This design comes from an exercise in tuning for small area and a short achievable clock period on the open sky130 flow, not from production work. No functional check of the RTL was part of any run shown here. Power is estimated from default activity; no workload was simulated.

==> flow/design.v (outline; a module is shown in full before it is edited, if it fits) <==
// module incline_sat: 7 lines
// module cpa_ts: 103 lines
// module cpa_ic: 103 lines
// module cpa_prod: 200 lines
// module desiredDrive: 204 lines
// module desiredDrive_reg: 630 lines
module desiredDrive_reg(
    input clk, rst_n,
    input [11:0] avg_torque,
    input [4:0] cadence,
    input not_pedaling,
    input [12:0] incline,
    input [2:0] scale,
    output logic [11:0] target_curr
);
  // ...
==> flow/flow/run.sh <==
#!/bin/bash
# Layout flow: the standard flow (standard.sh), with these changes:
#  - synthesis: Yosys's generic "synth -run fine:" step skips its early ABC
#    pass (-noabc), so that extract_fa sees the RTL's full adders as written
#    (without the input/output inversions that pass puts around them), and
#    extract_fa looks for full adders only (EXTRACT_FA_ARGS); the rest of
#    synthesis (dfflibmap, the final ABC mapping, flatten, renaming) is as in
#    the standard flow's synthesis;
#  - the port buffers are PORT_BUF cells;
#  - ORFS's timing repair aims for SETUP_SLACK_MARGIN ns of setup slack.
# The SDC, the clock period and every other step are the standard flow's.
set -euo pipefail
HERE=$(pwd)
EXTRACT_FA_ARGS=""
SETUP_MARGIN=7.3
PORT_BUF=sky130_fd_sc_hd__buf_1
# ORFS's synth.tcl with the changes
sed -e 's/synth -top \$::env(DESIGN_NAME) -run fine: {\*}\$synth_full_args/synth -top $::env(DESIGN_NAME) -run fine: -noabc {*}$synth_full_args/' \
    -e "s/extract_fa {\*}\[dont_use_extract_fa_args\]/extract_fa $EXTRACT_FA_ARGS/" \
    "$FLOW_HOME/scripts/synth.tcl" > "$HERE/synth_changed.tcl"
grep -q -- '-run fine: -noabc' "$HERE/synth_changed.tcl"
grep -q -- "^ *extract_fa $EXTRACT_FA_ARGS\$" "$HERE/synth_changed.tcl"
# The standard flow's synthesis wrapper, sourcing the changed synth.tcl
sed "s#source \$::env(SCRIPTS_DIR)/synth.tcl#source $HERE/synth_changed.tcl#" synth_recipe.tcl > "$HERE/flow_synth.tcl"
grep -q "source $HERE/synth_changed.tcl" "$HERE/flow_synth.tcl"
# The standard.sh, pointed at that wrapper
sed "s#SYNTH_SCRIPT=[^ ]*#SYNTH_SCRIPT=$HERE/flow_synth.tcl#" standard.sh > "$HERE/flow_standard.sh"
grep -q "SYNTH_SCRIPT=$HERE/flow_synth.tcl" "$HERE/flow_standard.sh"
bash "$HERE/flow_standard.sh" SETUP_SLACK_MARGIN=$SETUP_MARGIN \
    "BUFFER_PORTS_ARGS=-buffer_cell $PORT_BUF" finish > "$HERE/flow_make.log" 2>&1
==> flow/standard.sh <==
#!/bin/bash
# synth_recipe.tcl (not shown) runs the flow's synth.tcl, then flattens the netlist and writes it again
# the make line also repeats each setting of config.mk as NAME=value (left out here)
make -C /OpenROAD-flow-scripts/flow DESIGN_CONFIG=/design/flow/config.mk WORK_HOME=/design/flow/orfs CLKGATE_MAP_FILE= SYNTH_SCRIPT=/design/flow/synth_recipe.tcl "${@:-finish}"
==> flow/config.mk <==
export PLATFORM = sky130hd
export DESIGN_NAME = desiredDrive_reg
export DESIGN_NICKNAME = desiredDrive_reg
export VERILOG_FILES = /design/flow/design.v
export SDC_FILE = /design/flow/constraint.sdc
export NUM_CORES = 4
export LEC_CHECK = 0
export CAP_MARGIN = 20
export CORE_MARGIN = 2
export CORE_UTILIZATION = 40
export CTS_BUF_LIST = sky130_fd_sc_hd__clkbuf_4 sky130_fd_sc_hd__clkbuf_8
export SLEW_MARGIN = 20
export TNS_END_PERCENT = 5
==> flow/constraint.sdc <==
create_clock -name core_clock -period 13.0 [get_ports {clk}]
set_input_delay 2.6000 -clock core_clock [delete_from_list [all_inputs] [get_ports {clk}]]
set_output_delay 2.6000 -clock core_clock [all_outputs]
set_load 0.01 [all_outputs]
==> metrics.md, run 1 <==
| Metric | Value |
|---|---|
| Total core area | 0.02182 mm^2 |
| Met1 GRT Util | 25.96% |
| Seq_cells | 43 |
| Ys async rst share | 65.12% |
| I/O Pins | 48 |
| Placed instance area | ~0.0093 mm^2 |
| Hold Path Stages | 2 |
| First-pass GRT wire length | about 36 mm |
| Worst R2R Setup Slack | 7520 ps |
| Final Hold Fails | 0 |
| Max Root-Sink Buffers | 2 |
| Layout area overhead | 7.575% |
| Overflow after GRT | 0 |
| FMAX | 0.1750 GHz |
| Critical Path Fanout Max | 6 |
| Net Sw Frac | between 40 and 50% |
| WP buf/inv | 1 |
| RSZ-0062 raised after global routing | yes |
| Most common cell in the netlist | nor2_1 |
| Top cell type's share of synthesized area | about 47% |
| Later-pin clock latency in the skew report | roughly 320 ps |
| Mapped cell area | ~0.009 mm^2 |
| CP max-delay cell | fa_1 |
| Logic pwr share | 63.8% |
| Internal power | about 0.00054 W |
| Routability cong. | ~0.8 |
| Setup Buffers After CTS | 6 |
| Measured slew at the worst slew-check pin | approximately 880 ps |
| Buffers outside the clock class | 57 |
| Most common cell after layout, fill and taps aside | nor2_1 |
| Status | timing/DRC/antenna clean |
| Design area | 0.009577 mm^2 |
| Most used cell, CP | fa_1 |
| Worst reg2reg path depth | 15 |
| Final Setup Violations | 0 |
| Critical path required time | approximately 13000 ps |
==> run 2, diff against run 1 <==
--- a/flow/config.mk
+++ b/flow/config.mk
@@ -5,6 +5,7 @@
 export SDC_FILE = /design/flow/constraint.sdc
 export NUM_CORES = 4
 export LEC_CHECK = 0
+export ABC_AREA = 1
 export CAP_MARGIN = 20
 export CORE_MARGIN = 2
 export CORE_UTILIZATION = 40
==> metrics.md, run 2 <==
| Metric | Value |
|---|---|
| Critical Path, Cell by Cell | buf_1, inv_1, nor2_1, fa_1, fa_1, fa_1, ha_1, a21oi_1, o21ai_0, a21oi_1, nand3_1, nand3_1, nand2_1 (was buf_12, and2_4, fa_1, fa_1, fa_1, ha_4, a21o_1, a31o_4, and2_4, o21ai_4, nand2b_1, fa_2, xnor2_1, nor2_1, a21oi_1) |
| Avg Cell Area, Syn | 8.667 um^2 (was 10.14 um^2) |
| Leakage | 5.676 nW (was 4.923 nW) |
| ANT cells | 0 (unchanged) |
| Main synth FF type | dfxtp_1 (unchanged) |
| Nets@finish | 1414 (was 1219) |
| Final Max Slew Viols | 0 (unchanged) |
| Most common cell after layout, fill and taps aside | nor2_1 (unchanged) |
| Mapped cell area | 0.009343 mm^2 (was 0.008902 mm^2) |
| Cell Pwr Density | 110.4 mW/mm^2 (was 112.3 mW/mm^2) |
| Later-pin clock latency in the skew report | 320 ps (about the same) |
| Synth unique cells | 38 (was 44) |
| Crit Path Class | in -> reg (unchanged) |
| Gr usage total | 19.37% (was 19.14%) |
| Layout area overhead | 6.147% (was 7.575%) |
| Fin Hold WS | 750.6 ps (was 799.6 ps) |
| Syn_nets | 1398 (was 1198) |
| Largest stage delay on the critical path | 490 ps (was 540 ps) |
| Setup TNS | 0 ps (unchanged) |
| Largest net degree at the start of global routing | 29 (unchanged) |
| Initial antenna violation count | 0 (unchanged) |
| Pre-antenna DRT Iters | 5 (was 4) |
| Clock-pin transition on the worst setup and hold timing paths | 90 ps (about the same) |
| I/O Pins | 48 (unchanged) |
| CTS tree | done (unchanged) |
| Share of the yosys chip area belonging to registers | 10.91% (was 11.45%) |
| Combined area of the multi-input logic cells | 0.007729 mm^2 (was 0.007751 mm^2) |
| Total clock sinks | 43 (unchanged) |
| Final Setup Violations | 0 (unchanged) |
| Die ar. | 0.02460 mm^2 (was 0.02347 mm^2) |
| FMAX | 0.1827 GHz (was 0.1750 GHz) |
| Ys async rst share | 65.12% (unchanged) |
| IO Port Bufs | 47 (unchanged) |
| Total core area | 0.02278 mm^2 (was 0.02182 mm^2) |
| Routability cong. | 0.8446 (was 0.8157) |
| CP startpoint kind | primary input (unchanged) |
| DR DRC count | 0 (unchanged) |
| Post-layout minimum cycle time | 5474 ps (was 5714 ps) |
| Final core utilization | 43.54% (was 43.88%) |
| Commonest cells after routing, fill and taps aside | nor2_1, fa_1, nand2_1 (was nor2_1, fa_1, ha_1) |
| Final WS setup | 7526 ps (was 7286 ps) |
| Avg WL per Cell | 15.03 um (was 17.22 um) |
| Final HPWL DP | 16.61 mm (was 15.77 mm) |
| CP endpoint kind | flip-flop (unchanged) |
| Status | timing/DRC/antenna clean (unchanged) |
| VDD IR max | 0.04876 mV (was 0.05524 mV) |
| Area contributors post-synth | fa_1, nor2_1, ha_1, nand2_1, inv_1 (was fa_1, ha_1, nor2_1, and2_1, dfstp_2) |
| Final Hold Fails | 0 (unchanged) |
| Placed instance area | 0.009776 mm^2 (was 0.009299 mm^2) |
| Remaining antenna violation count | 0 (unchanged) |
| Drt total wl | 21.16 mm (was 20.32 mm) |
| Critical Path Fanout Max | 10 (was 6) |
| Layout filler cell count | 2253 (was 2127) |
| Layout cells sized above 1 | 6.210% (was 8.111%) |
| Overflow after GRT | 0 (unchanged) |
| Die H | 156.8 um (was 153.2 um) |
| CP max-delay cell | fa_1 (unchanged) |
| Arr. time, crit path | 5670 ps (was 5900 ps) |
| DR vias/cell | 4.993 (was 5.303) |
| Cell count after synthesis | 1078 (was 878) |
| Die span in x | 156.8 um (was 153.2 um) |
| Cts-stage hold buffer count | 0 (unchanged) |
| Area leader, netlist | fa_1 (unchanged) |
| Post-synth top cells | nor2_1, fa_1, nand2_1 (was nor2_1, fa_1, ha_1) |
| RSZ-0062 raised after global routing | yes (unchanged) |
| Max Root-Sink Buffers | 2 (unchanged) |
| Top cell type's share of synthesized area | 45.00% (was 47.22%) |
| Number of CTS-inserted buffers | 5 (unchanged) |
| Pre-CTS setup slack | 6872 ps (was 6546 ps) |
| Vias in the first global route | 7630 (was 7165) |
| Post-synthesis register bit count | 43 (unchanged) |
| WP buf/inv | 2 (was 1) |
| Sequential Area | 0.001021 mm^2 (was 0.001023 mm^2) |
| Detailed Route Iter0 Violations | 390 (was 363) |
| H-tree depth | 2 (unchanged) |
| Via count | 7030 (was 6257) |
| Number of placement rows | 55 (was 54) |
| Critical path required time | 13200 ps (was 13180 ps) |
| Worst hold path type | reg -> reg (unchanged) |
| Cell family with most CP delay | adder cells (unchanged) |
| Maxcap violations | 0 (unchanged) |
| Measured slew at the worst slew-check pin | 808.6 ps (was 882.6 ps) |
| Setup Skew | 7.177 ps (was 12.66 ps) |
| Tcrit/Tclk final | 42.11% (was 43.96%) |
| EDFF count, synth | 0 (unchanged) |
| Largest registers | ic_rn (15), ts_rn (15), curr_r (12) (unchanged) |
| CTS Root Cell | clkbuf_8 (unchanged) |
| Most used cell, CP | fa_1 (unchanged) |
| Most common cell in the netlist | nor2_1 (unchanged) |
| Slew headroom | 46.02% (was 40.94%) |
| Initial core utilization | 41.02% (was 40.79%) |
| First-pass GRT wire length | 37.72 mm (was 35.91 mm) |
| Number of synthesis warnings | 1 (unchanged) |
| Design area | 0.009917 mm^2 (was 0.009577 mm^2) |
## run 2: worst register-to-register path, delay by kind of cell (launching register included)
kind | cells | cell delay (ps)
adders and majority gates | 8 | 3650
AOI/OAI and AO/OA | 3 | 460
DFF | 1 | 790
xor gates and xnor gates | 1 | 150
and+or+nand+nor | 2 | 300
## run 2: worst paths after layout
path                                          start                   to  slack (ps)  cells after the start
worst min register to register  ts_rn[14]$_DFF_PN1_      sat_r$_DFF_PN0_         750                      3
worst max-delay path                     cadence[0]    ic_rn[13]$_DFF_P_        7530                     13
max in group asynchronous                     rst_n      sat_r$_DFF_PN0_       10230                      1
worst min-delay path            ts_rn[14]$_DFF_PN1_      sat_r$_DFF_PN0_         750                      3
worst max register to register    ic_rn[13]$_DFF_P_  curr_r[2]$_DFF_PN0_        7540                     14
min in group asynchronous                     rst_n  curr_r[1]$_DFF_PN0_        2310                      1
## run 2: area by class of cell
type	count	share of cell area [%]
Sequential cell	43	10.30
Clock inverter	2	0.3659
Timing Repair Buffer	50	2.157
Inverter	117	4.529
Clock buffer	6	0.7696
Multi-Input combinational cell	877	77.93
Tap cell	313	3.949
## run 2: metal layers
layer | wire length, um | global-route usage, % | vias to the layer above
met3 | 847 | 1.994 | 24
met5 | 0 | 0 | -
met2 | 10120 | 32.56 | 142
li1 | - | - | 3311
met1 | 9869 | 27.23 | 3553
met4 | 323 | 4.063 | 0
## run 2: logic make-up after synthesis
group                      Yosys count  synth area share [%]
and+or+nand+nor                    521                 22.53
adders and majority gates          284                 54.91
buffers and inverters              158                 6.723
AOI/OAI and AO/OA                   60                 3.803
DFF                                 43                 10.91
xor gates and xnor gates            12                 1.125
## run 2: power by group
| group | internal [W] | leakage, nW | total, W | switching (W) |
|---|---|---|---|---|
| combinational | 0.000303 | 5.17 | 0.000703 | 0.000400 |
| clock | 0.0000596 | 0.0591 | 0.000109 | 0.0000497 |
| sequential | 0.000174 | 0.450 | 0.000282 | 0.000108 |
## run 2: stage by stage
step,power [W],std cells
after floorplan,0.0007940,1078
after global placement,0.0009821,1399
after global routing,0.001244,1408
after CTS,0.001109,1407
after detailed placement,0.0009920,1399
final,0.001095,1408
## run 2: repair_timing
item,in CTS,in global routing
setup endpoints to repair,1,6
pin swaps,0,1
gates resized for setup,2,11
buffers inserted,0,1
==> run 3, diff against run 2 <==
--- a/flow/flow/run.sh
+++ b/flow/flow/run.sh
@@ -12,7 +12,7 @@
 set -euo pipefail
 HERE=$(pwd)
 EXTRACT_FA_ARGS=""
-SETUP_MARGIN=7.3
+SETUP_MARGIN=7.6
 PORT_BUF=sky130_fd_sc_hd__buf_1
 # ORFS's synth.tcl with the changes
 sed -e 's/synth -top \$::env(DESIGN_NAME) -run fine: {\*}\$synth_full_args/synth -top $::env(DESIGN_NAME) -run fine: -noabc {*}$synth_full_args/' \
==> metrics.md, run 3 <==
| Metric | Value |
|---|---|
| Largest net degree at the start of global routing | 29 (unchanged) |
| Avg Cell Area, Syn | 8.667 um^2 (unchanged) |
| Worst hold start | ic_rn[13]$_DFF_P_ (was ts_rn[14]$_DFF_PN1_) |
| Post-synthesis register bit count | 43 (unchanged) |
| Total core area | 0.02278 mm^2 (unchanged) |
| Setup Skew | 11.63 ps (was 7.177 ps) |
| Initial antenna violation count | 0 (unchanged) |
| CTS Root Cell | clkbuf_8 (unchanged) |
| Sequential Area | 0.001035 mm^2 (was 0.001021 mm^2) |
| Via count | 7091 (was 7030) |
| Layout area overhead | 8.892% (was 6.147%) |
| Ys async rst share | 65.12% (unchanged) |
| Met3 routed WL | 998 um (was 847 um) |
| Number of placement rows | 55 (unchanged) |
| Post-layout minimum cycle time | 5330 ps (was 5474 ps) |
| Drt total wl | 21.70 mm (was 21.16 mm) |
| Die ar. | 0.02460 mm^2 (unchanged) |
| Syn_nets | 1398 (unchanged) |
| DR DRC count | 0 (unchanged) |
| Final HPWL DP | 16.79 mm (was 16.61 mm) |
| Non-Filler Instances | 1418 (was 1408) |
| Overflow after GRT | 0 (unchanged) |
| Pre-antenna DRT Iters | 4 (was 5) |
| EDFF count, synth | 0 (unchanged) |
| Commonest cells after routing, fill and taps aside | nor2_1, fa_1, nand2_1 (unchanged) |
| Maxcap violations | 0 (unchanged) |
| DRT met1 WL | 9.754 mm (was 9.869 mm) |
| Detailed Route Iter0 Violations | 409 (was 390) |
| VDD IR max | 0.05464 mV (was 0.04876 mV) |
| Top cell type's share of synthesized area | 45.00% (unchanged) |
| Nets@finish | 1424 (was 1414) |
| Measured slew at the worst slew-check pin | 787.0 ps (was 808.6 ps) |
| I/O Pins | 48 (unchanged) |
| H-tree depth | 2 (unchanged) |
| Vias in the first global route | 7769 (was 7630) |
| Die H | 156.8 um (unchanged) |
| Setup TNS | 0 ps (unchanged) |
| Dpl cells | 1398 (was 1399) |
| Routability cong. | 0.8337 (was 0.8446) |
| Remaining antenna violation count | 0 (unchanged) |
| Final Max Slew Viols | 0 (unchanged) |
| Status | timing/DRC/antenna clean (unchanged) |
| ANT cells | 0 (unchanged) |
| DR vias/cell | 5.001 (was 4.993) |
| Die span in x | 156.8 um (unchanged) |
| Synth unique cells | 38 (unchanged) |
| Most common cell after layout, fill and taps aside | nor2_1 (unchanged) |
| Gr usage total | 19.44% (was 19.37%) |
| Avg WL per Cell | 15.30 um (was 15.03 um) |
| Pre-CTS setup slack | 6972 ps (was 6872 ps) |
| Critical path origin | cadence[4] (was cadence[0]) |
| Mapped cell area | 0.009343 mm^2 (unchanged) |
| Share of the yosys chip area belonging to registers | 10.91% (unchanged) |
| First-pass GRT wire length | 37.98 mm (was 37.72 mm) |
| Largest registers | ic_rn (15), ts_rn (15), curr_r (12) (unchanged) |
| Later-pin clock latency in the skew report | 330 ps (was 320 ps) |
| RSZ-0062 raised after global routing | yes (unchanged) |
| Number of synthesis warnings | 1 (unchanged) |
| Max Root-Sink Buffers | 2 (unchanged) |
| Final core utilization | 44.66% (was 43.54%) |
| Post-synth top cells | nor2_1, fa_1, nand2_1 (unchanged) |
| Cts-stage hold buffer count | 0 (unchanged) |
| Worst R2R Setup Slack | 7770 ps (was 7540 ps) |
| Final Setup Violations | 0 (unchanged) |
| Final Hold Fails | 0 (unchanged) |
| Area contributors post-synth | fa_1, nor2_1, ha_1, nand2_1, inv_1 (unchanged) |
| Total clock sinks | 43 (unchanged) |
| Layout filler cell count | 2222 (was 2253) |
| Most common cell in the netlist | nor2_1 (unchanged) |
| Cell count after synthesis | 1078 (unchanged) |
| CP startpoint kind | primary input (unchanged) |
| PnR Total Power | 0.001137 W (was 0.001095 W) |
| Combined area of the multi-input logic cells | 0.007804 mm^2 (was 0.007729 mm^2) |
| Crit Path Class | in -> reg (unchanged) |
| IO Port Bufs | 47 (unchanged) |
| Tcrit/Tclk final | 41.00% (was 42.11%) |
| Initial core utilization | 41.02% (unchanged) |
| Main synth FF type | dfxtp_1 (unchanged) |
| Worst hold path type | reg -> reg (unchanged) |
| Cell Pwr Density | 111.8 mW/mm^2 (was 110.4 mW/mm^2) |
| Number of CTS-inserted buffers | 5 (unchanged) |
| Critical path required time | 13220 ps (was 13200 ps) |
| CTS tree | done (unchanged) |
| Clock-pin transition on the worst setup and hold timing paths | 100 ps (was 90 ps) |
| Slew headroom | 47.46% (was 46.02%) |
| FMAX | 0.1876 GHz (was 0.1827 GHz) |
| Area leader, netlist | fa_1 (unchanged) |
| Arr. time, crit path | 5550 ps (was 5670 ps) |
| Leakage | 5.765 nW (was 5.676 nW) |
| Layout cells sized above 1 | 9.864% (was 6.210%) |
| Top Layer Used | met4 (unchanged) |
| R2r startpoint | ts_rn[0]$_DFF_PN1_ (was ic_rn[13]$_DFF_P_) |
| Critical Path Fanout Max | 6 (was 10) |
| Routed wl met2 | 10.63 mm (was 10.12 mm) |
| Final WS setup | 7670 ps (was 7526 ps) |
| CP endpoint kind | flip-flop (unchanged) |
[run 3: final timing paths]
kind	to	cells after the start
max in group asynchronous	curr_r[6]$_DFF_PN0_	1
min reg2reg	sat_r$_DFF_PN0_	3
min in group asynchronous	curr_r[1]$_DFF_PN0_	1
max reg2reg	curr_r[2]$_DFF_PN0_	14
max	ic_rn[9]$_DFF_P_	15
min	sat_r$_DFF_PN0_	3
[run 3: where the power goes]
group / internal [W] / leakage (nW) / switching, W / total [W]
Clock: 0.0000633 / 0.0618 / 0.0000563 / 0.000120
Sequential: 0.000175 / 0.450 / 0.000105 / 0.000280
Combinational: 0.000324 / 5.25 / 0.000414 / 0.000738
[run 3: cells by family after synthesis]
group	after synthesis	share of synthesized area [%]
AND/OR/NAND/NOR	521	22.53
adder cells (fa/ha/maj)	284	54.91
buffers and inverters	158	6.723
AO/OA/AOI/OAI	60	3.803
flip-flops	43	10.91
XOR/XNOR	12	1.125
[run 3: through the flow]
| step | area, um^2 | hold slack, ps |
|---|---|---|
| after CTS | 9917 | 714.5 |
| after global routing | 10170 | 755.7 |
| final | 10170 | 707.5 |
| after floorplan | 9397 | 538.0 |
| after global placement | 9773 | 759.1 |
| after detailed placement | 9773 | 747.8 |
[run 3: cell type report]
cell class	count	area share, %
inverters	117	4.415
multi-input cells	877	76.71
clock buffers	6	0.8117
clock inverters	2	0.3813
repair buffers	60	3.665
well taps	313	3.849
flip-flops and latches	43	10.17
[run 3: layer usage]
layer  track usage [%]  vias up
met5                 0        -
met4             4.412        0
met3             2.271       30
met2             33.52      162
met1             26.32     3553
li1                  -     3346
[run 3: critical path, stage by stage]
cell and delay [ps]:
buf_12 110, nand2_2 60, inv_2 40, fa_2 530, fa_1 440, fa_1 570
ha_4 230, nand2_2 70, nand2_2 50, a21oi_2 120, nand2_2 80, fa_2 360
xnor2_1 120, o21ai_1 110, inv_1 50
[run 3: timing repair]
action                                  CTS  global route
pin swaps                                 1            17
buffers inserted                          1            10
resized for setup                        11            59
endpoints found under the setup margin    8            10
cloned                                    0             1
==> run 4, diff against run 3 <==
--- a/flow/flow/run.sh
+++ b/flow/flow/run.sh
@@ -12,7 +12,7 @@
 set -euo pipefail
 HERE=$(pwd)
 EXTRACT_FA_ARGS=""
-SETUP_MARGIN=7.6
+SETUP_MARGIN=7.9
 PORT_BUF=sky130_fd_sc_hd__buf_1
 # ORFS's synth.tcl with the changes
 sed -e 's/synth -top \$::env(DESIGN_NAME) -run fine: {\*}\$synth_full_args/synth -top $::env(DESIGN_NAME) -run fine: -noabc {*}$synth_full_args/' \
==> metrics.md, run 4 <==
| Metric | Value |
|---|---|
| Mapped cell area | 0.009343 mm^2 (unchanged) |
| Worst R2R Setup Slack | 7780 ps (was 7770 ps) |
| Largest stage delay on the critical path | 570 ps (about the same) |
| Worst hold start | ic_rn[14]$_DFF_P_ (was ic_rn[13]$_DFF_P_) |
| Cell Pwr Density | 112.2 mW/mm^2 (was 111.8 mW/mm^2) |
| Total core area | 0.02278 mm^2 (unchanged) |
| Gr usage total | 19.62% (was 19.44%) |
| ANT cells | 0 (unchanged) |
| Layout filler cell count | 2222 (unchanged) |
| Cell count after synthesis | 1078 (unchanged) |
| Critical path origin | cadence[4] (unchanged) |
| Number of CTS-inserted buffers | 5 (unchanged) |
| Post-synthesis register bit count | 43 (unchanged) |
| Avg WL per Cell | 15.43 um (was 15.30 um) |
| Drt total wl | 21.80 mm (was 21.70 mm) |
| Routability cong. | 0.8337 (unchanged) |
| Net load switching power | 0.0005755 W (was 0.0005750 W) |
| Syn_nets | 1398 (unchanged) |
| Sequential share of power | 24.5% (was 24.6%) |
| Slew headroom | 48.51% (was 47.46%) |
| Synth Area in XOR/XNOR | 1.125% (unchanged) |
| Arr. time, crit path | 5570 ps (was 5550 ps) |
| Layout cells sized above 1 | 9.364% (was 9.864%) |
| Later-pin clock latency in the skew report | 330 ps (about the same) |
| Area leader, netlist | fa_1 (unchanged) |
| Crit Path Class | in -> reg (unchanged) |
| Detailed Route Iter0 Violations | 402 (was 409) |
| Initial antenna violation count | 0 (unchanged) |
| Ys async rst share | 65.12% (unchanged) |
| Largest net degree at the start of global routing | 29 (unchanged) |
| DR vias/cell | 5.038 (was 5.001) |
| Measured slew at the worst slew-check pin | 771.3 ps (was 787.0 ps) |
| Internal power | 0.0005614 W (was 0.0005620 W) |
| CTS tree | done (unchanged) |
| Layout area overhead | 8.450% (was 8.892%) |
| Final Max Slew Viols | 0 (unchanged) |
| Fin Hold WS | 705.8 ps (was 707.5 ps) |
| Initial core utilization | 41.02% (unchanged) |
| Area contributors post-synth | fa_1, nor2_1, ha_1, nand2_1, inv_1 (unchanged) |
| Avg Cell Area, Syn | 8.667 um^2 (unchanged) |
| Die ar. | 0.02460 mm^2 (unchanged) |
| Number of placement rows | 55 (unchanged) |
| Post-layout minimum cycle time | 5347 ps (was 5330 ps) |
| Final Setup Violations | 0 (unchanged) |
| DR DRC count | 0 (unchanged) |
| Most common cell after layout, fill and taps aside | nor2_1 (unchanged) |
| Die H | 156.8 um (unchanged) |
| Via count | 7119 (was 7091) |
| CTS Root Cell | clkbuf_8 (unchanged) |
| Final HPWL DP | 16.79 mm (unchanged) |
| IO Port Bufs | 47 (unchanged) |
| Total clock sinks | 43 (unchanged) |
| Clock-pin transition on the worst setup and hold timing paths | 100 ps (about the same) |
| RSZ-0062 raised after global routing | yes (unchanged) |
| Setup TNS | 0 ps (unchanged) |
| Leakage | 5.748 nW (was 5.765 nW) |
| Nets@finish | 1419 (was 1424) |
| R2r startpoint | ic_rn[13]$_DFF_P_ (was ts_rn[0]$_DFF_PN1_) |
| CP max-delay cell | fa_1 (unchanged) |
| Setup Skew | 12.27 ps (was 11.63 ps) |
| Final WS setup | 7653 ps (was 7670 ps) |
| Remaining antenna violation count | 0 (unchanged) |
| Die span in x | 156.8 um (unchanged) |
| Number of synthesis warnings | 1 (unchanged) |
| Mux share of post-synthesis cell area | 0% (unchanged) |
| First-pass GRT wire length | 38.27 mm (was 37.98 mm) |
| Cts-stage hold buffer count | 0 (unchanged) |
| Critical Path, Cell by Cell | buf_12, nand2_4, inv_2, fa_2, fa_1, fa_1, ha_4, nand2_2, nand2_2, a21oi_2, nand2_2, fa_2, xnor2_1, o21ai_1, inv_1 (was buf_12, nand2_2, inv_2, fa_2, fa_1, fa_1, ha_4, nand2_2, nand2_2, a21oi_2, nand2_2, fa_2, xnor2_1, o21ai_1, inv_1) |
| Status | timing/DRC/antenna clean (unchanged) |
| Maxcap violations | 0 (unchanged) |
| Main combinational cell family by area after synthesis | adder cells (unchanged) |
| Largest registers | ic_rn (15), ts_rn (15), curr_r (12) (unchanged) |
| Pre-CTS setup slack | 6972 ps (unchanged) |
| Overflow after GRT | 0 (unchanged) |
| Most used cell, CP | nand2_2 (unchanged) |
| Critical path required time | 13220 ps (about the same) |
| Tcrit/Tclk final | 41.13% (was 41.00%) |
| Clock power frac | 10.5% (about the same) |
| Critical Path Fanout Max | 6 (unchanged) |
| CP startpoint kind | primary input (unchanged) |
| Max Root-Sink Buffers | 2 (unchanged) |
| Commonest cells after routing, fill and taps aside | nor2_1, fa_1, nand2_1 (unchanged) |
| Non-Filler Instances | 1413 (was 1418) |
| Top cell type's share of synthesized area | 45.00% (unchanged) |
| Dpl cells | 1398 (unchanged) |
| Vias in the first global route | 7799 (was 7769) |
| EDFF count, synth | 0 (unchanged) |
| Share of the yosys chip area belonging to registers | 10.91% (unchanged) |
| CP endpoint kind | flip-flop (unchanged) |
| H-tree depth | 2 (unchanged) |
| Synth unique cells | 38 (unchanged) |
| Pre-antenna DRT Iters | 7 (was 4) |
| VDD IR max | 0.05431 mV (was 0.05464 mV) |
| Post-synthesis compound-gate area fraction | 3.803% (unchanged) |
| Logic pwr share | 65.0% (was 64.9%) |
| FMAX | 0.1870 GHz (was 0.1876 GHz) |
| Post-synth top cells | nor2_1, fa_1, nand2_1 (unchanged) |
| Main synth FF type | dfxtp_1 (unchanged) |
| Post-synthesis simple-gate area fraction | 22.53% (unchanged) |
| Final Hold Fails | 0 (unchanged) |
| Net Sw Frac | 50.62% (was 50.57%) |
| Post-Synth Adder-Cell Area | 54.91% (unchanged) |
| I/O Pins | 48 (unchanged) |
| Worst hold path type | reg -> reg (unchanged) |
| Most common cell in the netlist | nor2_1 (unchanged) |
| Final core utilization | 44.48% (was 44.66%) |
-- run 4: area by class of cell --
cell class | count | area [um^2] | share of cell area [%]
Clock buffer | 6 | 82.58 | 0.8150
Clock inverter | 2 | 38.79 | 0.3828
Inverter | 117 | 449.2 | 4.433
Multi-Input combinational cell | 877 | 7805 | 77.03
Sequential cell | 43 | 1030 | 10.16
Tap cell | 313 | 391.6 | 3.865
Timing Repair Buffer | 55 | 335.3 | 3.309
-- run 4: critical path: cells and delay by family --
family / cells / cell delay, ps
buf+inv: 3 / 210
compound gates: 2 / 230
simple gates: 4 / 280
fa+ha+maj: 5 / 2140
xor+xnor: 1 / 120
-- run 4: cells by family after synthesis --
| kind of cell | count (synthesis) |
|---|---|
| fa+ha+maj | 284 |
| buf+inv | 158 |
| flops | 43 |
| xor+xnor | 12 |
| simple gates | 521 |
| compound gates | 60 |
-- run 4: per-layer routing --
layer  vias to the layer above  part of all wire (%)  GRT usage [%]
met1                      3585                    45          26.34
met5                         -                     0              0
met3                        24                   4.6          2.299
li1                       3337                     -              -
met4                         0                   1.3          4.412
met2                       173                    49          34.11
-- run 4: power groups by stage --
| stage | Clock [W] | Sequential, W | Combinational [W] |
|---|---|---|---|
| after floorplan | 0 | 0.000198 | 0.000596 |
| after global placement | 0 | 0.000284 | 0.000698 |
| after detailed placement | 0 | 0.000281 | 0.000713 |
| after CTS | 0.000124 | 0.000278 | 0.000727 |
| after global routing | 0.000128 | 0.000287 | 0.000860 |
| final | 0.000120 | 0.000279 | 0.000738 |
-- run 4: repair_timing --
item	4_1_cts	5_1_grt
gates resized for setup	20	46
pin swaps	1	18
setup endpoints to repair	23	26
hold endpoints to repair	0	0
buffers inserted	4	2
gates cloned	0	1
-- run 4: worst paths after layout --
check | cells after the start | endpoint
max | 15 | ic_rn[9]$_DFF_P_
min | 3 | sat_r$_DFF_PN0_
max reg2reg | 14 | curr_r[2]$_DFF_PN0_
min reg2reg | 3 | sat_r$_DFF_PN0_
max in group asynchronous | 1 | curr_r[6]$_DFF_PN0_
min in group asynchronous | 1 | curr_r[0]$_DFF_PN0_
-- run 4: stage by stage --
stage	total power (W)	area, um^2
after floorplan	0.0007949	9397
after global placement	0.0009818	9773
after detailed placement	0.0009931	9773
after CTS	0.001129	9970
after global routing	0.001275	10130
final	0.001137	10130
==> run 5, diff against run 4 <==
--- a/flow/flow/run.sh
+++ b/flow/flow/run.sh
@@ -12,7 +12,7 @@
 set -euo pipefail
 HERE=$(pwd)
 EXTRACT_FA_ARGS=""
-SETUP_MARGIN=7.9
+SETUP_MARGIN=7.3
 PORT_BUF=sky130_fd_sc_hd__buf_1
 # ORFS's synth.tcl with the changes
 sed -e 's/synth -top \$::env(DESIGN_NAME) -run fine: {\*}\$synth_full_args/synth -top $::env(DESIGN_NAME) -run fine: -noabc {*}$synth_full_args/' \
--- a/flow/config.mk
+++ b/flow/config.mk
@@ -5,10 +5,9 @@
 export SDC_FILE = /design/flow/constraint.sdc
 export NUM_CORES = 4
 export LEC_CHECK = 0
-export ABC_AREA = 1
 export CAP_MARGIN = 20
 export CORE_MARGIN = 2
-export CORE_UTILIZATION = 40
+export CORE_UTILIZATION = 60
 export CTS_BUF_LIST = sky130_fd_sc_hd__clkbuf_4 sky130_fd_sc_hd__clkbuf_8
+export PLACE_DENSITY = 0.75
 export SLEW_MARGIN = 20
-export TNS_END_PERCENT = 5
==> metrics.md, run 5 <==
| Metric | Value |
|---|---|
| Status | timing/DRC/antenna clean (unchanged) |
| Number of CTS-inserted buffers | 5 (unchanged) |
| CP endpoint kind | flip-flop (unchanged) |
| Post-synthesis register bit count | 43 (unchanged) |
| Mapped cell area | 0.008902 mm^2 (was 0.009343 mm^2) |
| Cell count after synthesis | 878 (was 1078) |
| Setup Skew | 7.156 ps (was 12.27 ps) |
| CP max-delay cell | fa_1 (unchanged) |
| Initial antenna violation count | 0 (unchanged) |
| Crit Path Class | in -> reg (unchanged) |
| Drt total wl | 20.32 mm (was 21.80 mm) |
| Cell Pwr Density | 117.7 mW/mm^2 (was 112.2 mW/mm^2) |
| Tcrit/Tclk final | 44.36% (was 41.13%) |
| Total core area | 0.01453 mm^2 (was 0.02278 mm^2) |
| Initial core utilization | 61.25% (was 41.02%) |
| ANT cells | 0 (unchanged) |
| Area contributors post-synth | fa_1, ha_1, nor2_1, and2_1, dfstp_2 (was fa_1, nor2_1, ha_1, nand2_1, inv_1) |
| Syn_nets | 1198 (was 1398) |
| Leakage | 4.969 nW (was 5.748 nW) |
| Largest registers | ic_rn (15), ts_rn (15), curr_r (12) (unchanged) |
| I/O Pins | 48 (unchanged) |
| Main synth FF type | dfxtp_1 (unchanged) |
| Slew headroom | 44.88% (was 48.51%) |
| Number of placement rows | 44 (was 55) |
| IO Port Bufs | 47 (unchanged) |
| Top cell type's share of synthesized area | 47.22% (was 45.00%) |
| Post-synth top cells | nor2_1, fa_1, ha_1 (was nor2_1, fa_1, nand2_1) |
| Commonest cells after routing, fill and taps aside | nor2_1, fa_1, ha_1 (was nor2_1, fa_1, nand2_1) |
| Most common cell in the netlist | nor2_1 (unchanged) |
| Post-layout minimum cycle time | 5767 ps (was 5347 ps) |
| DR vias/cell | 5.925 (was 5.038) |
| Max Root-Sink Buffers | 2 (unchanged) |
| Die H | 125.8 um (was 156.8 um) |
| Critical Path Fanout Max | 4 (was 6) |
| CTS Root Cell | clkbuf_8 (unchanged) |
| EDFF count, synth | 0 (unchanged) |
| Most used cell, CP | fa_1 (was nand2_2) |
| Overflow after GRT | 0 (unchanged) |
| Pre-antenna DRT Iters | 6 (was 7) |
| Detailed Route Iter0 Violations | 346 (was 402) |
| Final Hold Fails | 0 (unchanged) |
| WP buf/inv | 1 (was 3) |
| Fin Hold WS | 777.5 ps (was 705.8 ps) |
| Avg Cell Area, Syn | 10.14 um^2 (was 8.667 um^2) |
| Die ar. | 0.01583 mm^2 (was 0.02460 mm^2) |
| Remaining antenna violation count | 0 (unchanged) |
| Layout area overhead | 7.477% (was 8.450%) |
| Layout cells sized above 1 | 9.382% (was 9.364%) |
| Final Setup Violations | 0 (unchanged) |
| Worst R2R Setup Slack | 7540 ps (was 7780 ps) |
| CP startpoint kind | primary input (unchanged) |
| Most common cell after layout, fill and taps aside | nor2_1 (unchanged) |
| Maxcap violations | 0 (unchanged) |
| CTS tree | done (unchanged) |
| Share of the yosys chip area belonging to registers | 11.45% (was 10.91%) |
| H-tree depth | 2 (unchanged) |
| Vias in the first global route | 7018 (was 7799) |
| Cts-stage hold buffer count | 0 (unchanged) |
| Total clock sinks | 43 (unchanged) |
| Largest stage delay on the critical path | 550 ps (was 570 ps) |
| RSZ-0062 raised after global routing | yes (unchanged) |
| VDD IR max | 0.07402 mV (was 0.05431 mV) |
| Critical Path, Cell by Cell | buf_8, and2_4, fa_1, fa_1, fa_1, ha_4, a21o_1, a31o_4, and2_4, o21ai_2, nand2b_1, fa_2, xnor2_1, nor2_1, a21oi_1 (was buf_12, nand2_4, inv_2, fa_2, fa_1, fa_1, ha_4, nand2_2, nand2_2, a21oi_2, nand2_2, fa_2, xnor2_1, o21ai_1, inv_1) |
| First-pass GRT wire length | 34.52 mm (was 38.27 mm) |
| Later-pin clock latency in the skew report | 320 ps (was 330 ps) |
| Ys async rst share | 65.12% (unchanged) |
| Final Max Slew Viols | 0 (unchanged) |
| Routability cong. | 0.8715 (was 0.8337) |
| Arr. time, crit path | 5950 ps (was 5570 ps) |
| Final core utilization | 65.83% (was 44.48%) |
| FMAX | 0.1734 GHz (was 0.1870 GHz) |
| Die span in x | 125.8 um (was 156.8 um) |
| Gr usage total | 27.49% (was 19.62%) |
| Setup TNS | 0 ps (unchanged) |
| Synth unique cells | 44 (was 38) |
| Number of synthesis warnings | 1 (unchanged) |
| Nets@finish | 1225 (was 1419) |
| Area leader, netlist | fa_1 (unchanged) |
| Measured slew at the worst slew-check pin | 823.7 ps (was 771.3 ps) |
| Critical path required time | 13190 ps (was 13220 ps) |
| Worst hold path type | reg -> reg (unchanged) |
| DR DRC count | 0 (unchanged) |
| Cell family with most CP delay | adder cells (unchanged) |
| Clock-pin transition on the worst setup and hold timing paths | 90 ps (was 100 ps) |
| Avg WL per Cell | 18.64 um (was 15.43 um) |
| Final HPWL DP | 15.37 mm (was 16.79 mm) |
| Via count | 6458 (was 7119) |
| Largest net degree at the start of global routing | 29 (unchanged) |
[run 5: per-layer routing]
metal  GRT usage [%]  routed length, um  vias to the layer above
met5               0                  0                        -
met4           6.981                500                        0
met3           5.268               1598                       47
met2           46.07               9921                      257
met1           37.51               8300                     3296
li1                -                  -                     2858
[run 5: worst min-delay path, stage by stage, from the launching register on]
cell and delay [ps]:
dfxtp_2 430, o21ai_0 220, a21o_1 80
[run 5: final timing paths]
check | startpoint | to | cells after the start
max reg2reg | ts_rn[0]$_DFF_PN1_ | curr_r[11]$_DFF_PN0_ | 15
min in group asynchronous | rst_n | curr_r[2]$_DFF_PN0_ | 2
min reg2reg | ic_rn[14]$_DFF_P_ | sat_r$_DFF_PN0_ | 2
max | incline[2] | ic_rn[9]$_DFF_P_ | 15
max in group asynchronous | rst_n | ts_rn[4]$_DFF_PN1_ | 2
min | ic_rn[14]$_DFF_P_ | sat_r$_DFF_PN0_ | 2
[run 5: metrics by stage]
stage / area, um^2 / cells / power [W] / setup slack (ps)
floorplan: 8937 / 878 / 0.0007761 / 7041
global route: 9568 / 1090 / 0.001239 / 7160
detailed placement: 9179 / 1067 / 0.0009591 / 6618
global placement: 9179 / 1067 / 0.0009365 / 6736
finish: 9568 / 1090 / 0.001126 / 7233
CTS: 9445 / 1084 / 0.001094 / 7176
[run 5: report_power, final]
part / switching [W] / internal [W]
Sequential: 0.000114 / 0.000175
Clock: 0.0000512 / 0.0000596
Combinational: 0.000384 / 0.000342
Total: 0.000549 / 0.000577
[run 5: cell families after synthesis]
kind of cell	share of synthesized area (%)
XOR/XNOR	3.050
AO/OA/AOI/OAI	6.128
adder cells (fa/ha/maj)	57.62
buffers and inverters	2.192
flip-flops	11.45
AND/OR/NAND/NOR	19.55
[run 5: what timing repair did]
action / 4_1_cts / 5_1_grt
endpoints found under the hold margin: 0 / 0
gates resized for setup: 21 / 23
endpoints found under the setup margin: 7 / 9
pin swaps: 12 / 16
setup buffers: 9 / 6
[run 5: area by class of cell]
type                    count  area, um^2
multi-input cells         783        7790
inverters                   9       33.78
flip-flops and latches     43        1031
well taps                 184       230.2
clock inverters             2       36.28
repair buffers             63       370.4
fillers                  1167        4966
clock buffers               6       76.32
==> run 6, diff against run 5 <==
--- a/flow/flow/run.sh
+++ b/flow/flow/run.sh
@@ -6,20 +6,24 @@
 #    extract_fa looks for full adders only (EXTRACT_FA_ARGS); the rest of
 #    synthesis (dfflibmap, the final ABC mapping, flatten, renaming) is as in
 #    the standard flow's synthesis;
+#    the final ABC mapping runs flow/map.abc (a delay-oriented mapping without
+#    ABC's own buffering and sizing, which OpenROAD's repair does later);
 #  - the port buffers are PORT_BUF cells;
 #  - ORFS's timing repair aims for SETUP_SLACK_MARGIN ns of setup slack.
 # The SDC, the clock period and every other step are the standard flow's.
 set -euo pipefail
 HERE=$(pwd)
 EXTRACT_FA_ARGS=""
-SETUP_MARGIN=7.3
+SETUP_MARGIN=7.6
 PORT_BUF=sky130_fd_sc_hd__buf_1
 # ORFS's synth.tcl with the changes
 sed -e 's/synth -top \$::env(DESIGN_NAME) -run fine: {\*}\$synth_full_args/synth -top $::env(DESIGN_NAME) -run fine: -noabc {*}$synth_full_args/' \
     -e "s/extract_fa {\*}\[dont_use_extract_fa_args\]/extract_fa $EXTRACT_FA_ARGS/" \
+    -e "s#^  log_cmd abc {\*}\$abc_args#  log_cmd abc {*}[lreplace \$abc_args 1 1 $HERE/flow/map.abc]#" \
     "$FLOW_HOME/scripts/synth.tcl" > "$HERE/synth_changed.tcl"
 grep -q -- '-run fine: -noabc' "$HERE/synth_changed.tcl"
 grep -q -- "^ *extract_fa $EXTRACT_FA_ARGS\$" "$HERE/synth_changed.tcl"
+grep -q -- "lreplace \$abc_args 1 1 $HERE/flow/map.abc" "$HERE/synth_changed.tcl"
 # The standard flow's synthesis wrapper, sourcing the changed synth.tcl
 sed "s#source \$::env(SCRIPTS_DIR)/synth.tcl#source $HERE/synth_changed.tcl#" synth_recipe.tcl > "$HERE/flow_synth.tcl"
 grep -q "source $HERE/synth_changed.tcl" "$HERE/flow_synth.tcl"
==> flow/flow/map.abc (new file) <==
strash
&get -n
&st
&dch
&nf
&put
topo
stime -c
--- a/flow/config.mk
+++ b/flow/config.mk
@@ -7,7 +7,7 @@
 export LEC_CHECK = 0
 export CAP_MARGIN = 20
 export CORE_MARGIN = 2
-export CORE_UTILIZATION = 60
+export CORE_UTILIZATION = 40
 export CTS_BUF_LIST = sky130_fd_sc_hd__clkbuf_4 sky130_fd_sc_hd__clkbuf_8
-export PLACE_DENSITY = 0.75
 export SLEW_MARGIN = 20
+export TNS_END_PERCENT = 5
==> metrics.md, run 6 <==
| Metric | Value |
|---|---|
| Status | timing/DRC/antenna clean (unchanged) |
| Top cell type's share of synthesized area | 48.05% (was 47.22%) |
| CP startpoint kind | primary input (unchanged) |
| DR vias/cell | 5.303 (was 5.925) |
| Slew headroom | 47.70% (was 44.88%) |
| Tcrit/Tclk final | 43.38% (was 44.36%) |
| Final Setup Violations | 0 (unchanged) |
| DR DRC count | 0 (unchanged) |
| Area contributors post-synth | fa_1, ha_1, nor2_1, and2_0, dfstp_2 (was fa_1, ha_1, nor2_1, and2_1, dfstp_2) |
| Post-synth top cells | nor2_1, fa_1, ha_1 (unchanged) |
| Hold Path Stages | 3 (was 2) |
| RSZ-0062 raised after global routing | yes (unchanged) |
| Cell count after synthesis | 842 (was 878) |
| Die ar. | 0.02307 mm^2 (was 0.01583 mm^2) |
| Vias in the first global route | 6604 (was 7018) |
| Later-pin clock latency in the skew report | 320 ps (about the same) |
| Worst hold path type | reg -> reg (unchanged) |
| Ys async rst share | 65.12% (unchanged) |
| ANT cells | 0 (unchanged) |
| Worst reg2reg path depth | 14 (was 15) |
| Die H | 151.9 um (was 125.8 um) |
| Clock-pin transition on the worst setup and hold timing paths | 90 ps (about the same) |
| Most common cell in the netlist | nor2_1 (unchanged) |
| Layout area overhead | 9.682% (was 7.477%) |
| Largest registers | ic_rn (15), ts_rn (15), curr_r (12) (unchanged) |
| Main synth FF type | dfxtp_1 (unchanged) |
| Area leader, netlist | fa_1 (unchanged) |
| Avg WL per Cell | 17.31 um (was 18.64 um) |
| Critical Path Fanout Max | 6 (was 4) |
| I/O Pins | 48 (unchanged) |
| VDD IR max | 0.05372 mV (was 0.07402 mV) |
| Final Max Slew Viols | 0 (unchanged) |
| H-tree depth | 2 (unchanged) |
| Drt total wl | 20.52 mm (was 20.32 mm) |
| EDFF count, synth | 0 (unchanged) |
| Total core area | 0.02162 mm^2 (was 0.01453 mm^2) |
| Gr usage total | 18.51% (was 27.49%) |
| Layout cells sized above 1 | 7.072% (was 9.382%) |
| Initial antenna violation count | 0 (unchanged) |
| Maxcap violations | 0 (unchanged) |
| Share of the yosys chip area belonging to registers | 11.66% (was 11.45%) |
| Via count | 6284 (was 6458) |
| Number of CTS-inserted buffers | 5 (unchanged) |
| FMAX | 0.1773 GHz (was 0.1734 GHz) |
| Measured slew at the worst slew-check pin | 783.4 ps (was 823.7 ps) |
| Pre-antenna DRT Iters | 5 (was 6) |
| Leakage | 4.778 nW (was 4.969 nW) |
| Routability cong. | 0.8161 (was 0.8715) |
| Number of synthesis warnings | 1 (unchanged) |
| Cell Pwr Density | 114.5 mW/mm^2 (was 117.7 mW/mm^2) |
| Post-layout minimum cycle time | 5639 ps (was 5767 ps) |
| Synth unique cells | 40 (was 44) |
| Final Hold Fails | 0 (unchanged) |
| Die span in x | 151.9 um (was 125.8 um) |
| Setup Skew | 6.647 ps (was 7.156 ps) |
| Largest net degree at the start of global routing | 29 (unchanged) |
| Arr. time, crit path | 5830 ps (was 5950 ps) |
| CP endpoint kind | flip-flop (unchanged) |
| Total clock sinks | 43 (unchanged) |
| Syn_nets | 1162 (was 1198) |
| CTS tree | done (unchanged) |
| Detailed Route Iter0 Violations | 299 (was 346) |
| PnR Total Power | 0.001099 W (was 0.001126 W) |
| Post-synthesis register bit count | 43 (unchanged) |
| Crit Path Class | in -> reg (unchanged) |
| Setup TNS | 0 ps (unchanged) |
| Cts-stage hold buffer count | 0 (unchanged) |
| Overflow after GRT | 0 (unchanged) |
| Most common cell after layout, fill and taps aside | nor2_1 (unchanged) |
| Max Root-Sink Buffers | 2 (unchanged) |
| Nets@finish | 1224 (was 1225) |
| Final HPWL DP | 16.09 mm (was 15.37 mm) |
| Avg Cell Area, Syn | 10.39 um^2 (was 10.14 um^2) |
| Commonest cells after routing, fill and taps aside | nor2_1, fa_1, ha_1 (unchanged) |
| Mapped cell area | 0.008748 mm^2 (was 0.008902 mm^2) |
| First-pass GRT wire length | 34.75 mm (was 34.52 mm) |
| Number of placement rows | 54 (was 44) |
| IO Port Bufs | 47 (unchanged) |
| Remaining antenna violation count | 0 (unchanged) |
| Initial core utilization | 40.46% (was 61.25%) |
| CTS Root Cell | clkbuf_8 (unchanged) |
| Critical path required time | 13190 ps (about the same) |
==> run 6: cells by family (layout without fill, tap and decap cells) <==
family          count (synthesis)  after routing  synth area share, %
compound gates                 89             89                6.307
flops                          43             43                11.66
xor+xnor                       31             31                3.104
fa+ha+maj                     284            284                58.64
simple gates                  383            383                19.78
buf+inv                        12             75               0.5148
==> run 6: per-stage QoR <==
step / instance area (um^2) / utilization [%] / hold slack [ps] / worst slack (ps) / cells
detailed placement: 9336 / 43.18 / 854.8 / 6760 / 1170
global placement: 9336 / 43.18 / 807.1 / 6827 / 1170
global route: 9595 / 44.38 / 860.1 / 7268 / 1185
finish: 9595 / 44.38 / 790.5 / 7361 / 1185
floorplan: 8801 / - / 669.0 / 7384 / 842
CTS: 9468 / 43.79 / 798.3 / 7382 / 1178
==> run 6: cell type report <==
class,count,area (um^2)
Sequential cell,43,1035
Clock buffer,5,68.82
Inverter,12,46.29
Fill cell,2089,12030
Tap cell,280,350.3
Multi-Input combinational cell,787,7771
Timing Repair Buffer,55,280.3
Clock inverter,3,43.79
==> run 6: timing repair <==
| action | 4_1_cts | 5_1_grt |
|---|---|---|
| pin swaps | 0 | 9 |
| resized for setup | 11 | 34 |
| setup endpoints to repair | 11 | 18 |
| buffers inserted | 0 | 6 |
==> run 6: layer usage <==
layer / up-vias / global-route usage, % / part of all wire (%)
li1: 2884 / - / -
met1: 3202 / 26.89 / 46
met2: 178 / 30.59 / 48
met3: 20 / 1.455 / 4.8
met4: 0 / 4.183 / 1.4
met5: - / 0 / 0
==> run 6: final timing paths <==
check | start | end | slack, ps
setup / recovery | cadence[4] | ic_rn[9]$_DFF_P_ | 7360
hold / removal | ic_rn[14]$_DFF_P_ | sat_r$_DFF_PN0_ | 790
setup reg to reg | ts_rn[3]$_DFF_PN1_ | curr_r[10]$_DFF_PN0_ | 7680
hold reg to reg | ic_rn[14]$_DFF_P_ | sat_r$_DFF_PN0_ | 790
max in group asynchronous | rst_n | curr_r[4]$_DFF_PN0_ | 10220
min in group asynchronous | rst_n | curr_r[2]$_DFF_PN0_ | 2330
==> run 6: where the power goes <==
| group | switching (W) | internal, W |
|---|---|---|
| sequential | 0.000114 | 0.000176 |
| clock | 0.0000505 | 0.0000572 |
| combinational | 0.000377 | 0.000324 |
| total | 0.000542 | 0.000557 |
==> run 6: worst max-delay path: stages <==
cell	delay [ps]
buf_12	110
and2_4	150
fa_1	550
fa_1	440
fa_1	590
ha_4	230
a21oi_2	120
o21ai_1	80
a31oi_2	200
clkinv_2	150
fa_2	370
xor2_1	140
a21oi_1	80
==> run 7, diff against run 6 <==
==> flow/flow/map.abc (replaced) <==
strash
dc2
dch
map -B 0.9
topo
stime -c
==> metrics.md, run 7 <==
| Metric | Value |
|---|---|
| Commonest cells after routing, fill and taps aside | nor2_1, fa_1, nand2_1 (was nor2_1, fa_1, ha_1) |
| CTS tree | done (unchanged) |
| Clock-pin transition on the worst setup and hold timing paths | 100 ps (was 90 ps) |
| Layout area overhead | 9.580% (was 9.682%) |
| Remaining antenna violation count | 0 (unchanged) |
| Logic pwr share | 61.7% (was 63.8%) |
| Critical path required time | 13210 ps (was 13190 ps) |
| Nets@finish | 1324 (was 1224) |
| Drt total wl | 19.35 mm (was 20.52 mm) |
| Fin Hold WS | 764.3 ps (was 790.5 ps) |
| Mapped cell area | 0.008751 mm^2 (was 0.008748 mm^2) |
| Die ar. | 0.02308 mm^2 (was 0.02307 mm^2) |
| CTS Root Cell | clkbuf_8 (unchanged) |
| Crit Path Class | in -> reg (unchanged) |
| Pre-antenna DRT Iters | 5 (unchanged) |
| Number of placement rows | 54 (unchanged) |
| Net load switching power | 0.0005064 W (was 0.0005417 W) |
| Setup TNS | 0 ps (unchanged) |
| Worst hold path type | reg -> reg (unchanged) |
| CP endpoint kind | flip-flop (unchanged) |
| Routability cong. | 0.8072 (was 0.8161) |
| Final Setup Violations | 0 (unchanged) |
| Non-Filler Instances | 1285 (was 1185) |
| Die span in x | 151.9 um (about the same) |
| H-tree depth | 2 (unchanged) |
| Initial core utilization | 40.47% (was 40.46%) |
| Area contributors post-synth | fa_1, nor2_1, ha_1, nand2_1, clkinv_1 (was fa_1, ha_1, nor2_1, and2_0, dfstp_2) |
| Largest registers | ic_rn (15), ts_rn (15), curr_r (12) (unchanged) |
| Total core area | 0.02162 mm^2 (unchanged) |
| Final Hold Fails | 0 (unchanged) |
| Total clock sinks | 43 (unchanged) |
| Top cell type's share of synthesized area | 48.04% (was 48.05%) |
| Leakage | 5.036 nW (was 4.778 nW) |
| Max Root-Sink Buffers | 2 (unchanged) |
| Gr usage total | 18.05% (was 18.51%) |
| Most common cell after layout, fill and taps aside | nor2_1 (unchanged) |
| Internal power | 0.0005300 W (was 0.0005570 W) |
| Layout cells sized above 1 | 9.353% (was 7.072%) |
| Number of CTS-inserted buffers | 5 (unchanged) |
| Clock power frac | 10.7% (was 9.8%) |
| Measured slew at the worst slew-check pin | 749.3 ps (was 783.4 ps) |
| Initial antenna violation count | 0 (unchanged) |
| I/O Pins | 48 (unchanged) |
| Number of synthesis warnings | 1 (unchanged) |
| CP startpoint kind | primary input (unchanged) |
| Later-pin clock latency in the skew report | 320 ps (about the same) |
| Detailed Route Iter0 Violations | 370 (was 299) |
| Avg WL per Cell | 15.06 um (was 17.31 um) |
| Final Max Slew Viols | 0 (unchanged) |
| Sequential share of power | 27.5% (was 26.4%) |
| Area leader, netlist | fa_1 (unchanged) |
| Net Sw Frac | 48.86% (was 49.30%) |
| Largest net degree at the start of global routing | 29 (unchanged) |
| Post-synth top cells | nor2_1, fa_1, nand2_1 (was nor2_1, fa_1, ha_1) |
| RSZ-0062 raised after global routing | yes (unchanged) |
| Setup Skew | 12.31 ps (was 6.647 ps) |
| First-pass GRT wire length | 33.89 mm (was 34.75 mm) |
| Final HPWL DP | 15.15 mm (was 16.09 mm) |
| Synth unique cells | 28 (was 40) |
| Share of the yosys chip area belonging to registers | 11.65% (was 11.66%) |
| DR vias/cell | 4.981 (was 5.303) |
| Tcrit/Tclk final | 43.61% (was 43.38%) |
| Post-synthesis register bit count | 43 (unchanged) |
| Cell Pwr Density | 108.1 mW/mm^2 (was 114.5 mW/mm^2) |
| Critical Path Fanout Max | 11 (was 6) |
| ANT cells | 0 (unchanged) |
| Ys async rst share | 65.12% (unchanged) |
| Post-layout minimum cycle time | 5670 ps (was 5639 ps) |
| Main synth FF type | dfxtp_1 (unchanged) |
| Slew headroom | 49.98% (was 47.70%) |
| Dpl cells | 1273 (was 1170) |
| Syn_nets | 1264 (was 1162) |
| DR DRC count | 0 (unchanged) |
| Die H | 151.9 um (about the same) |
| Cell count after synthesis | 944 (was 842) |
| Overflow after GRT | 0 (unchanged) |
| Status | timing/DRC/antenna clean (unchanged) |
| EDFF count, synth | 0 (unchanged) |
| Via count | 6400 (was 6284) |
| VDD IR max | 0.07098 mV (was 0.05372 mV) |
| Arr. time, crit path | 5880 ps (was 5830 ps) |
| Most common cell in the netlist | nor2_1 (unchanged) |
| Avg Cell Area, Syn | 9.270 um^2 (was 10.39 um^2) |
| Vias in the first global route | 6929 (was 6604) |
| FMAX | 0.1764 GHz (was 0.1773 GHz) |
| Maxcap violations | 0 (unchanged) |
| IO Port Bufs | 47 (unchanged) |
## run 7: critical path, cell delays in order
cell and delay (ps):
buf_6 120, nand2_2 60, inv_2 30, fa_1 460
fa_1 510, fa_1 610, ha_4 230, inv_4 60
o21bai_4 70, nand2_2 80, nand2_2 60, nand2_2 70
nand2_2 70, buf_4 140, fa_2 380, xor2_1 130
nand2_1 60, o21ai_1 80, clkinv_1 70
## run 7: cells by family (layout without fill, tap and decap cells)
family / count (synthesis) / after routing / share of synthesized area [%]
XOR/XNOR: 19 / 19 / 1.902
AND/OR/NAND/NOR: 432 / 432 / 19.46
buffers and inverters: 122 / 183 / 5.233
flip-flops: 43 / 43 / 11.65
AO/OA/AOI/OAI: 43 / 43 / 3.017
adder cells (fa/ha/maj): 284 / 284 / 58.62
multiplexers: 1 / 1 / 0.1144
## run 7: repair_timing
action	4_1_cts	5_1_grt
gates resized for setup	4	50
hold endpoints to repair	0	0
cloned	0	0
pin swaps	0	15
setup endpoints to repair	16	21
buffers inserted	0	4
hold buffers	0	0
## run 7: path summary, 6_finish.rpt
kind,from,endpoint,slack (ps),depth (start not counted)
min in group asynchronous,rst_n,curr_r[7]$_DFF_PN0_,2310,1
max in group asynchronous,rst_n,curr_r[6]$_DFF_PN0_,10240,1
min,ic_rn[14]$_DFF_P_,sat_r$_DFF_PN0_,760,3
max reg2reg,ts_rn[0]$_DFF_PN1_,sat_r$_DFF_PN0_,7640,27
max,cadence[3],ic_rn[9]$_DFF_P_,7330,19
min reg2reg,ic_rn[14]$_DFF_P_,sat_r$_DFF_PN0_,760,3
## run 7: area by class of cell
class	instances	area [um^2]
fillers	2147	12030
multi-input cells	779	7363
flip-flops and latches	43	1026
inverters	122	460.4
well taps	280	350.3
repair buffers	53	275.3
clock buffers	5	68.82
clock inverters	3	45.04
## run 7: per-layer routing
| metal | global-route usage, % | wire length (um) | vias to the layer above |
|---|---|---|---|
| met4 | 3.382 | 229 | 0 |
| met3 | 1.911 | 856 | 15 |
| met5 | 0 | 0 | - |
| met2 | 31.92 | 9812 | 149 |
| met1 | 24.35 | 8450 | 3250 |
| li1 | - | - | 2986 |
## run 7: power groups by stage
stage                     clock network (W)  logic, W  registers, W
after global routing               0.000122  0.000756      0.000295
after global placement                    0  0.000617      0.000287
final                              0.000111  0.000640      0.000285
after CTS                          0.000116  0.000630      0.000284
after floorplan                           0  0.000498      0.000232
after detailed placement                  0  0.000627      0.000287
## run 7: stage by stage
step                total power [W]  area, um^2  utilization [%]  worst slack (ps)
detailed placement        0.0009145        9323            43.12              6728
global route               0.001173        9589            44.35              7132
CTS                        0.001031        9442            43.67              7247
finish                     0.001036        9589            44.35              7330
global placement          0.0009038        9323            43.12              6797
floorplan                 0.0007294        8766                -              7273

what the ideal ports hide:
In the flow no input, the clock included, has a driving cell. The finished layouts below were timed again as built, in two steps.
Step 1 assumes that a clkbuf_16 drives the clock port and a buf_2 every other input.
Step 2 moves the port delays by t, midway between the first and last clock arrival at a register: inputs arrive t later, outputs are due t later. That takes back most of the time a late clock gives input paths.
Slacks: ideal ports / drivers / drivers and shift; pairs: ideal ports / drivers.
run | t (ns) | setup slack, ns | worst data-port slew with drivers (ns)
run 1 | 0.353 | 7.286 / 7.277 / 6.924 | 0.06
run 2 | 0.352 | 7.526 / 7.539 / 7.192 | 0.03
run 3 | 0.362 | 7.670 / 7.636 / 7.274 | 0.11
run 4 | 0.361 | 7.653 / 7.617 / 7.256 | 0.11
run 5 | 0.357 | 7.233 / 7.229 / 6.872 | 0.06
run 6 | 0.350 | 7.361 / 7.347 / 6.996 | 0.07
run 7 | 0.352 | 7.330 / 7.313 / 6.961 | 0.07
After both steps setup and hold are still met in every run listed. The setup slack of run 4, which loses most, moves by -0.036 ns with the drivers and by -0.397 ns with both steps.
